Context: an optimization exercise on an open-source flow, tuned for small area and a short achievable clock period. The choices shown serve that exercise and are no tape-out recipe.
The RTL was checked by simulation tests, not by an equivalence proof against the original design.
Power is estimated from default activity; no workload was simulated.

$ cat flow/constraint.sdc
create_clock -name core_clock -period 6.0 [get_ports {clk}]
set_input_delay 1.2000 -clock core_clock [delete_from_list [all_inputs] [get_ports {clk}]]
set_output_delay 1.2000 -clock core_clock [all_outputs]
set_load 0.01 [all_outputs]
$ cat flow/design.v
module QPU_V(
  input clk,reset,RDY,
  input [15:0]IR,
  input IRQ1,IRQ2,
  input [7:0] A_result,
  input A_vin,A_cin,
  input [7:0] M_Din,
  input I1,I2,I3,I4,
  output [11:0] pc_out,
  output [9:0]  W_AddrO,
  output [7:0]  W_DoutO,
  output [9:0]  M_AddrO,
  output M_WEO,M_IO,
  output A_adc_sbc,A_cout,
  output [7:0] Op1,Op2,
  output [7:0] ST,OPS,RA,RF,RSP
);
parameter [2:0] S0 = 3'b001,  
        S1 = 3'b010,  
        S2 = 3'b100;
parameter [7:0] OP_AND=8'b00000001,
                OP_ORL=8'b00000010,
                OP_XOR=8'b00000100,
                OP_ASC=8'b00001000,
                OP_SRI=8'b00010000,
                OP_LDR=8'b00100000,          
                OP_STR=8'b01000000,
                OP_TMP=8'b10000000,
                OP_NOP=8'b00000000;
reg [9:0] W_Addr,M_Addr;
reg [7:0] W_Dout;
reg [2:0]  st;
reg [11:0] pc,pc_next;
reg [9:0]  WAddr;
reg [15:0] SP,RX,RY;
reg [7:0]  OP_TYPE,LAB;
reg [2:0]  IR_TYPE,LIR_TYPE,COP_TYPE,LOP_TYPE;
reg COut,IOMode,MWE0,MWE1,OP_ADC_SBC,M_WE,C_NEXT,OP_PSH_POP,LOP_PSH_POP;
reg [7:0]  Acc,Flags,LAH;
reg [7:0]  OP1A,OP2A,OPB;
wire[7:0]  OP1,OP2;
reg [3:0]  LWx,LLWx;
reg[7:0]  OP_MUX;
reg F1,F2,LMWE0;
reg[1:0] FS;
wire[2:0]  IR_CMD;
wire[3:0]  IR_REG,PK_REG;
wire[3:0]  IR_REGB,PK_REGB;
reg [2:0]  n_st;
reg [11:0] n_pc,n_pc_next;
reg [9:0]  n_WAddr;
reg [15:0] n_SP,n_RX,n_RY;
reg [7:0]  n_OP_TYPE,n_LAB;
reg [2:0]  n_IR_TYPE,n_COP_TYPE;
reg n_COut,n_IOMode,n_MWE0,n_MWE1,n_OP_ADC_SBC,n_OP_PSH_POP;
reg [7:0]  n_Acc,n_Flags;
reg [7:0]  n_OP1A,n_OP2A,n_OPB;
reg [3:0]  n_LWx;
reg n_F1,n_F2;
assign IR_CMD=IR[14:12];
assign IR_REG=IR[11:8];
assign IR_REGB=IR[3:0];
assign PK_REG= (IR_REG >4'b1001)? 4'b1000:IR_REG;
assign PK_REGB=(IR_REGB>4'b1001)? 4'b1000:IR_REGB;
assign W_AddrO=W_Addr;
assign M_AddrO=M_Addr;
assign W_DoutO=W_Dout;
assign M_IO=IOMode;
assign pc_out=pc;
assign Op1=OP1;
assign Op2=OP2;
assign A_cout=Flags[0];
assign A_adc_sbc=OP_ADC_SBC;
assign ST= {LLWx,F2,LOP_TYPE}; 
assign OPS=OP_TYPE;
assign RA=Acc;
assign RF=Flags;
assign RSP=SP[7:0];
always @*
begin
    n_OPB=OPB;
    n_LAB=LAB;
    n_IR_TYPE=IR_TYPE;
    n_OP_ADC_SBC=OP_ADC_SBC;
    n_COut=COut;
    n_COP_TYPE=COP_TYPE;
    n_st=st;
    n_OP_TYPE=OP_TYPE;
    n_IOMode=IOMode;
    n_MWE0=MWE0;
    n_MWE1=MWE1;
    n_LWx=LWx;
    n_pc=pc;
    n_pc_next=pc_next;
    n_SP=SP;
    n_RX=RX;
    n_RY=RY;
    n_Flags=Flags;
    n_Acc=Acc;
    n_OP1A=OP1A;
    n_F1=F1;
    n_OP2A=OP2A;
    n_F2=F2;
    n_WAddr=WAddr;
    n_OP_PSH_POP=OP_PSH_POP;
    n_OPB=M_Din;
    n_LAB=IR[7:0];
    n_IR_TYPE=IR[10:8];
    n_OP_ADC_SBC=~IR[14];               
    n_COut=n_Flags[0];
    n_COP_TYPE=IR[14:12];
    if (reset)
    begin
        n_st=S0;
        n_OP_TYPE=OP_NOP;
        n_IOMode=1'b0;
        n_MWE0=1'b0;
        n_MWE1=1'b0;
        n_LWx=4'b1111;
        n_pc=12'd0;
        n_SP=16'h0100;
        n_RX=10'd0;
        n_RY=10'd0;
        n_Flags=8'd0;
        n_Acc=8'hA5;     
        n_pc_next=10'd0;      
    end
    else
    begin
    case(n_st) 
      S0:
      begin
        if (~IR[15])
        begin
            if (IR_CMD==3'b000)
                n_OP_TYPE=OP_AND;
            else if (IR_CMD==3'b001)
                n_OP_TYPE=OP_ORL;
            else if (IR_CMD==3'b010)
                n_OP_TYPE=OP_XOR;
            else if (IR_CMD==3'b011)
                n_OP_TYPE=OP_ASC;
            else if (IR_CMD==3'b100)
                n_OP_TYPE=OP_SRI;
            else if (IR_CMD==3'b101)
                n_OP_TYPE=OP_ASC;
            else if (IR_CMD==3'b110)
                n_OP_TYPE=OP_LDR;
            else  
                n_OP_TYPE=OP_STR;
            if (n_LWx==PK_REG)
            begin
                n_OP1A=OP_MUX;
                n_F1=1'b0;
            end                         
            else if(IR_REG==4'b1001)
            begin
                n_OP1A=n_Flags;
                n_F1=1'b0;
            end    
            else if((IR_REG[3])|(IR_CMD>=3'b110))
            begin
                n_OP1A=n_Acc;
                n_F1=1'b0;
            end        
            else
            begin        
                n_OP1A=8'd0; 
                n_F1=1'b1;
            end 
            if(IR_REG[3:1]==3'b101)
            begin
                if(n_LWx==PK_REGB)
                begin
                    n_OP2A=OP_MUX;
                    n_F2=1'b0;
                end                          
                else if(IR_REGB==4'b1001)
                begin
                    n_OP2A=n_Flags;
                    n_F2=1'b0;
                end
                else if(IR_REGB[3])
                begin
                    n_OP2A=n_Acc;
                    n_F2=1'b0;
                end
                else
                begin
                    n_OP2A=8'd0; 
                    n_F2=1'b1;
                end    
            end
            else
            begin
                n_OP2A=IR[7:0];
                n_F2=1'b0;
            end 
            if (IR_REG>=4'b1100)
            begin
                if (IR[9:8]==2'b00)      
                        n_WAddr={2'd0,IR[7:0]};
                else if (IR[9:8]==2'b01)
                begin
                        n_WAddr=n_SP-{IR[7],IR[7],IR[7],IR[7],IR[7],IR[7],IR[7:0]};
                end
                else if (IR[9:8]==2'b10)
                        n_WAddr=n_RX;
                else
                        n_WAddr=n_RY;
                n_OP_PSH_POP=(IR[9:7]==3'b010) & (IR_CMD>=3'b110);         
                n_IOMode=(IR[7:6]==2'b00);
                n_MWE1=(IR_CMD==3'b111);     
                n_MWE0=1'b0;
                n_LWx=4'b1000;
                n_st=S1;                
            end
            else
            begin
                n_WAddr=6'd0+PK_REG;
                n_OP_PSH_POP=1'b0;    
                n_IOMode=1'b0;
                n_MWE1=1'b0;
                if ((IR_CMD==3'b100)&(IR_REG>4'b1000))   
                begin
                    n_st=S1;
                    n_MWE0=1'b0;
                end
                else
                begin
                    n_MWE0=1'b1;
                    n_pc=n_pc+1;    
                end
                n_LWx=PK_REG; 
            end
            if (LMWE0)
            begin
                if (LLWx==4'b1001)
                    n_Flags=OP_MUX;
                else
                begin    
                    if (LLWx>=4'b1000)
                        n_Acc=OP_MUX;
                    n_Flags[0]=C_NEXT;
                    n_Flags[1]=(OP_MUX==8'd0);
                    if (n_OP_TYPE[3])            
                        n_Flags[2]=A_vin;
                    n_Flags[3]=OP_MUX[7];   
                end                    
            end
        end  
        else
        begin
            n_LWx=4'b1110;
            n_MWE0=1'b0;
            n_MWE1=1'b0;
            n_OP_TYPE=3'b000;
            n_pc=n_pc+1;
        end  
      end
      S1:
      begin    
          if(LOP_TYPE==4'b100)
          begin
              begin
              	  if (LIR_TYPE[2:1]==2'b01)
              	      n_SP={M_Din,n_Acc};
                  else if (LIR_TYPE==3'b101)
                      n_SP=n_SP-{IR[7],IR[7],IR[7],IR[7],IR[7],IR[7],IR[7:0]};
                  else if (LIR_TYPE==3'b110)
                      n_RX=n_RX-{IR[7],IR[7],IR[7],IR[7],IR[7],IR[7],IR[7:0]};
                  else if (LIR_TYPE==3'b111)
                      n_RY=n_RY-{IR[7],IR[7],IR[7],IR[7],IR[7],IR[7],IR[7:0]};
              end
              n_LWx=4'b1110;
              n_MWE0=1'b0;
              n_MWE1=1'b0;          
          end
          else if(LOP_TYPE<4'b110)
          begin
              n_WAddr=6'd0+4'b1000;
              n_LWx=4'b1000;
              n_MWE0=1'b1;
              n_MWE1=1'b0;              
          end   
          else 
          begin
              if(LOP_TYPE==4'b110)    
                  n_Acc=M_Din;
              n_LWx=4'b1110;
              n_MWE0=1'b0;
              n_MWE1=1'b0;                                
          end
          if((LOP_PSH_POP))  
          begin
              if (LOP_TYPE[0])   
                  n_SP=n_WAddr;
              else               
                  n_SP=n_SP+1;
          end 
          n_OP_PSH_POP=1'b0;
          n_IOMode=1'b0;
          n_pc=n_pc+1;              
          n_st=S0;    
      end
      default:
      begin
          n_st=S0;
          n_IOMode=1'b0;
          n_LWx=4'b1110;
          n_MWE0=1'b0;
          n_MWE1=1'b0;
          n_pc=12'd0;
      end
    endcase
    end
end
always @(posedge clk)
begin
    OPB<=n_OPB;
    LAB<=n_LAB;
    IR_TYPE<=n_IR_TYPE;
    OP_ADC_SBC<=n_OP_ADC_SBC;
    COut<=n_COut;
    COP_TYPE<=n_COP_TYPE;
    st<=n_st;
    OP_TYPE<=n_OP_TYPE;
    IOMode<=n_IOMode;
    MWE0<=n_MWE0;
    MWE1<=n_MWE1;
    LWx<=n_LWx;
    pc<=n_pc;
    pc_next<=n_pc_next;
    SP<=n_SP;
    RX<=n_RX;
    RY<=n_RY;
    Flags<=n_Flags;
    Acc<=n_Acc;
    OP1A<=n_OP1A;
    F1<=n_F1;
    OP2A<=n_OP2A;
    F2<=n_F2;
    WAddr<=n_WAddr;
    OP_PSH_POP<=n_OP_PSH_POP;
end
always @(negedge clk)
begin
    if (reset)
    begin
        LLWx=4'b1110;
        LOP_TYPE<=3'b000;
        LIR_TYPE<=3'b000;
        LMWE0=1'b0;
        LOP_PSH_POP<=1'b0;
    end
    else 
    begin
        LLWx=LWx;
        LOP_TYPE<=COP_TYPE;
        LIR_TYPE<=IR_TYPE;
        LMWE0=MWE0;
        LOP_PSH_POP<=OP_PSH_POP;
    end
end
assign M_WEO=MWE0 | MWE1;  
assign OP1=(F1)? OPB:OP1A;
assign OP2=(F2)? OPB:OP2A;
always @*
begin
        case(OP_TYPE) 
        OP_AND:
        begin
            OP_MUX=OP1 & OP2;
            C_NEXT=Flags[0];
        end
        OP_ORL:
        begin
            OP_MUX=OP1 | OP2;
            C_NEXT=Flags[0];
        end
        OP_XOR:
        begin
            OP_MUX=OP1 ^ OP2;
            C_NEXT=Flags[0];
        end
        OP_ASC:
        begin
            OP_MUX=A_result;
            C_NEXT=A_cin;
        end
        OP_SRI:
        begin
            if (~LAB[7])
            begin
                OP_MUX={Flags[0],OP1[7:1]};
                C_NEXT=OP1[0];
            end
            else
            begin
                OP_MUX=OP1+1;
                C_NEXT=Flags[0];
            end
        end        
        OP_LDR:
        begin
            OP_MUX=OP2;
            C_NEXT=Flags[0];
        end    
        default:
        begin 
            OP_MUX=Acc;
            C_NEXT=Flags[0];
        end
        endcase
    if(st==S0)
    begin
        if (IR_REG[3])  
            M_Addr={6'd0,PK_REGB};
        else
            M_Addr={6'd0,PK_REG};
        W_Addr=WAddr;
        W_Dout=OP_MUX;    
    end
    else
    begin
        W_Addr=WAddr;
        M_Addr=WAddr;
        W_Dout=Acc;
    end   
end
endmodule
$ cat flow/config.mk
export PLATFORM = sky130hd
export DESIGN_NAME = QPU_V
export DESIGN_NICKNAME = QPU_V
export VERILOG_FILES = /design/flow/design.v
export SDC_FILE = /design/flow/constraint.sdc
export NUM_CORES = 4
export LEC_CHECK = 0
export CAP_MARGIN = 20
export CORE_MARGIN = 2
export CORE_UTILIZATION = 40
export SLEW_MARGIN = 20
$ cat flow/run.sh
#!/bin/bash
# synth_recipe.tcl (not shown) runs the flow's synth.tcl, then flattens the netlist and writes it again
# the make line also repeats each setting of config.mk as NAME=value (left out here)
make -C /OpenROAD-flow-scripts/flow DESIGN_CONFIG=/design/flow/config.mk WORK_HOME=/design/flow/orfs CLKGATE_MAP_FILE= SYNTH_SCRIPT=/design/flow/synth_recipe.tcl finish
==> results.txt <==
Synth Register Bits -> 131
fraction of layout cells with a size suffix above 1 -> 8.977%
Pwr Density -> 231.3 nW/um^2
syn_area_per_cell -> 8.407 sq um
first-iteration detailed-routing DRC count -> 847
power share of the combinational group -> 19.3%
Final #Nets -> 1273
TritonCTS clock tree -> yes
Hold EP -> RY[4]$_SDFFE_PP0P_
HP Start -> RY[4]$_SDFFE_PP0P_
endpoints failing hold -> 0
largest net degree at the start of global routing -> 35
Critical Path Start Type -> flip-flop
final setup TNS -> 0 ns
diode count -> 0
worst reg2reg path endpoint -> SP[6]$_SDFFE_PP0P_
first-pass GRT wire length -> 45400 microns
status -> timing/DRC/antenna clean
Ys Warns -> 1
Buf+Inv Stages, Crit Path -> 1
Post-Syn Nets -> 1143
CTS clk-pin slew, worst paths -> 0.07 ns
switch share -> 32.44%
post-synthesis sequential area ratio -> 33.03%
initial antenna violation count -> 0
Worst R2R Setup Slack -> 0.40 ns
DRT antenna net count -> 0
Pre-Repair DR Iteration Count -> 6
cell family with most CP delay -> buffers and inverters
area of the mapped netlist -> 8818 sq um
Max-slew headroom -> 32.16%
number of global-route vias before repair -> 7875
Die Height -> 152.5 microns
drt wl/cell -> 20.05 microns
sequential power share -> 38.7%
Synth area leader -> dfxtp_1
DIE AREA -> 23250 sq um
routed vias -> 8535
most common cell in the netlist -> nand2_1
crit path DAT -> 4.57 ns
worst vdd ir -> 171.1 uV
cts hold-fix bufs -> 0
Commonest cells post-synth -> nand2_1 (105), dfxtp_1 (102), nor2_1 (98), a21oi_1 (72), o21ai_0 (68)
io pins -> 143
cts repair resizes -> 0
top cells by area, synth -> dfxtp_1 (23%), edfxtp_1 (9.9%), ha_1 (6.8%)
Layout Utilization -> 50.76%
Remaining Overflow, GRT -> 0
max cap viols -> 0
HP Class -> reg -> reg
Area growth, synth to finish -> 25.23%
Synth Instances -> 1049
worst path cell trace -> clkdlybuf4s50_1
WS Path Type -> reg -> out
Root Driver -> clkbuf_16
DRC viols -> 0
Pint -> 0.001725 W
chip width -> 152.5 microns
Clock Power Share -> 42.0%
Final Max Slew Viols -> 0
H-tree depth -> 4
Core ar. -> 21760 sq um
# setup viols final -> 0
Sinks on Clock Net -> 131
post-CTS setup buffers -> 0
Yosys top cell area share -> 23.16%
worst-path fanout max -> 6
final wirelength -> 29510 microns
Crit path largest cell delay -> 0.66 ns
Post-synth EDFFs -> 29
Slew @ Worst Pin -> 1.014 ns
# port buffers -> 134
Synth Flop Type -> dfxtp_1
crit end category -> output port
Starting Density -> 40.53%
Final Skew -> 0.03491 ns
number of library cell types mapped by synthesis -> 92
asr flop ratio synth -> 0%
deepest clock path buffer count -> 2
WHS Path Cells -> 2
RSZ-0062 raised after global routing -> no
Reg2Reg Depth -> 10
Skew-Pair Late Insertion Delay -> 0.46 ns
Num CTS Buffers -> 17
RR Startpoint -> LOP_TYPE[2]$_SDFF_NP0_
FP Rows -> 54
vias per cell -> 5.798
DP HPWL -> 22020 microns
gr usage total -> 24.84%
WHS -> 0.4770 ns
critical path data required time -> 4.80 ns
Placer Congestion -> 0.9083
LEAKAGE -> 4.397 nW
Net Sw Power -> 0.0008285 W
Slowest-stage cell, CP -> clkdlybuf4s50_1
-- logic make-up after synthesis --
group,count (synthesis),share of synthesized area (%)
AND/OR/NAND/NOR,380,21.81
AO/OA/AOI/OAI,299,23.34
flip-flops,131,33.03
buffers and inverters,109,5.193
adder cells (fa/ha/maj),51,7.492
multiplexers,46,5.917
XOR/XNOR,32,3.178
other,1,0.04252
-- power groups by stage --
stage / combinational, W / clock, W / sequential [W]
3_3_place_gp: 0.000484 / 0.0000133 / 0.00101
6_report: 0.000493 / 0.00107 / 0.000988
5_1_grt: 0.000532 / 0.00113 / 0.000992
2_1_floorplan: 0.000272 / 0.0000133 / 0.000990
3_5_place_dp: 0.000488 / 0.0000133 / 0.00101
4_1_cts: 0.000491 / 0.00108 / 0.000987
-- worst min-delay path: stages, from the launching register on --
cell and delay (ns):
dfxtp_1 0.33, nand2_1 0.06, a21oi_1 0.05
-- flip-flops by register name, summed over array words and instances, names as in the netlist, 2 cells and up --
name / count
OP2A: 8
RX: 10
SP: 10
COP_TYPE: 3
OP_TYPE: 7
RY: 10
LLWx: 4
OPB: 8
Flags: 8
st: 2
IR_TYPE: 3
WAddr: 10
LIR_TYPE: 3
LOP_TYPE: 3
OP1A: 8
pc: 12
Acc: 8
LWx: 4
-- area by class of cell --
cell class	instances	area [sq um]
clock buffer	17	425.4
clock inverter	27	196.4
fill	2069	10710
inverter	50	187.7
multi-input combinational	809	5454
sequential	131	2913
tap	280	350.3
timing repair buffer	158	1516
-- placed cells by master, fill, tap and decap left out, drive strengths merged, types with 9 or more instances in the layout --
| cell | n |
|---|---|
| o211ai | 11 |
| nand4 | 9 |
| o21ai | 72 |
| ha | 48 |
| a21o | 11 |
| a221oi | 10 |
| a211oi | 16 |
| nor2 | 98 |
| dfxtp | 102 |
| a22o | 11 |
| clkdlybuf4s50 | 133 |
| nor2b | 35 |
| and3 | 18 |
| a21oi | 73 |
| inv | 75 |
| xor2 | 15 |
| nand2 | 106 |
| nor3 | 23 |
| xnor2 | 17 |
| mux2i | 33 |
| a31oi | 11 |
| nand2b | 14 |
| edfxtp | 29 |
| a22oi | 15 |
| buf | 25 |
| clkbuf | 17 |
| mux2 | 9 |
| nand3 | 30 |
-- through the flow --
stage | worst slack, ns | total power (W) | instance area [sq um] | cells
floorplan | 0.6501 | 0.001275 | 8818 | 1049
global placement | 0.4943 | 0.001503 | 10430 | 1429
detailed placement | 0.4548 | 0.001507 | 10430 | 1429
CTS | 0.2070 | 0.002562 | 11040 | 1472
global route | 0.1918 | 0.002652 | 11040 | 1472
finish | 0.2297 | 0.002554 | 11040 | 1472
-- how the worst max path moves through the flow --
stage	startpoint	to	slack, ns	depth (start not counted)
2_1_floorplan	LOP_TYPE[2]$_SDFF_NP0_	SP[6]$_SDFFE_PP0P_	0.65	8
3_3_place_gp	LOP_TYPE[1]$_SDFF_NP0_	SP[6]$_SDFFE_PP0P_	0.49	10
3_5_place_dp	LOP_TYPE[1]$_SDFF_NP0_	SP[6]$_SDFFE_PP0P_	0.45	10
4_1_cts	LOP_TYPE[1]$_SDFF_NP0_	ST[1]	0.21	1
5_1_grt	LOP_TYPE[1]$_SDFF_NP0_	ST[1]	0.19	1
6_report	LOP_TYPE[1]$_SDFF_NP0_	ST[1]	0.23	1
-- layer usage --
| layer | share of wire [%] | track usage [%] |
|---|---|---|
| met1 | 45 | 35.30 |
| met2 | 46 | 39.27 |
| met3 | 7.5 | 4.067 |
| met4 | 1.5 | 6.746 |
| met5 | 0 | 0 |
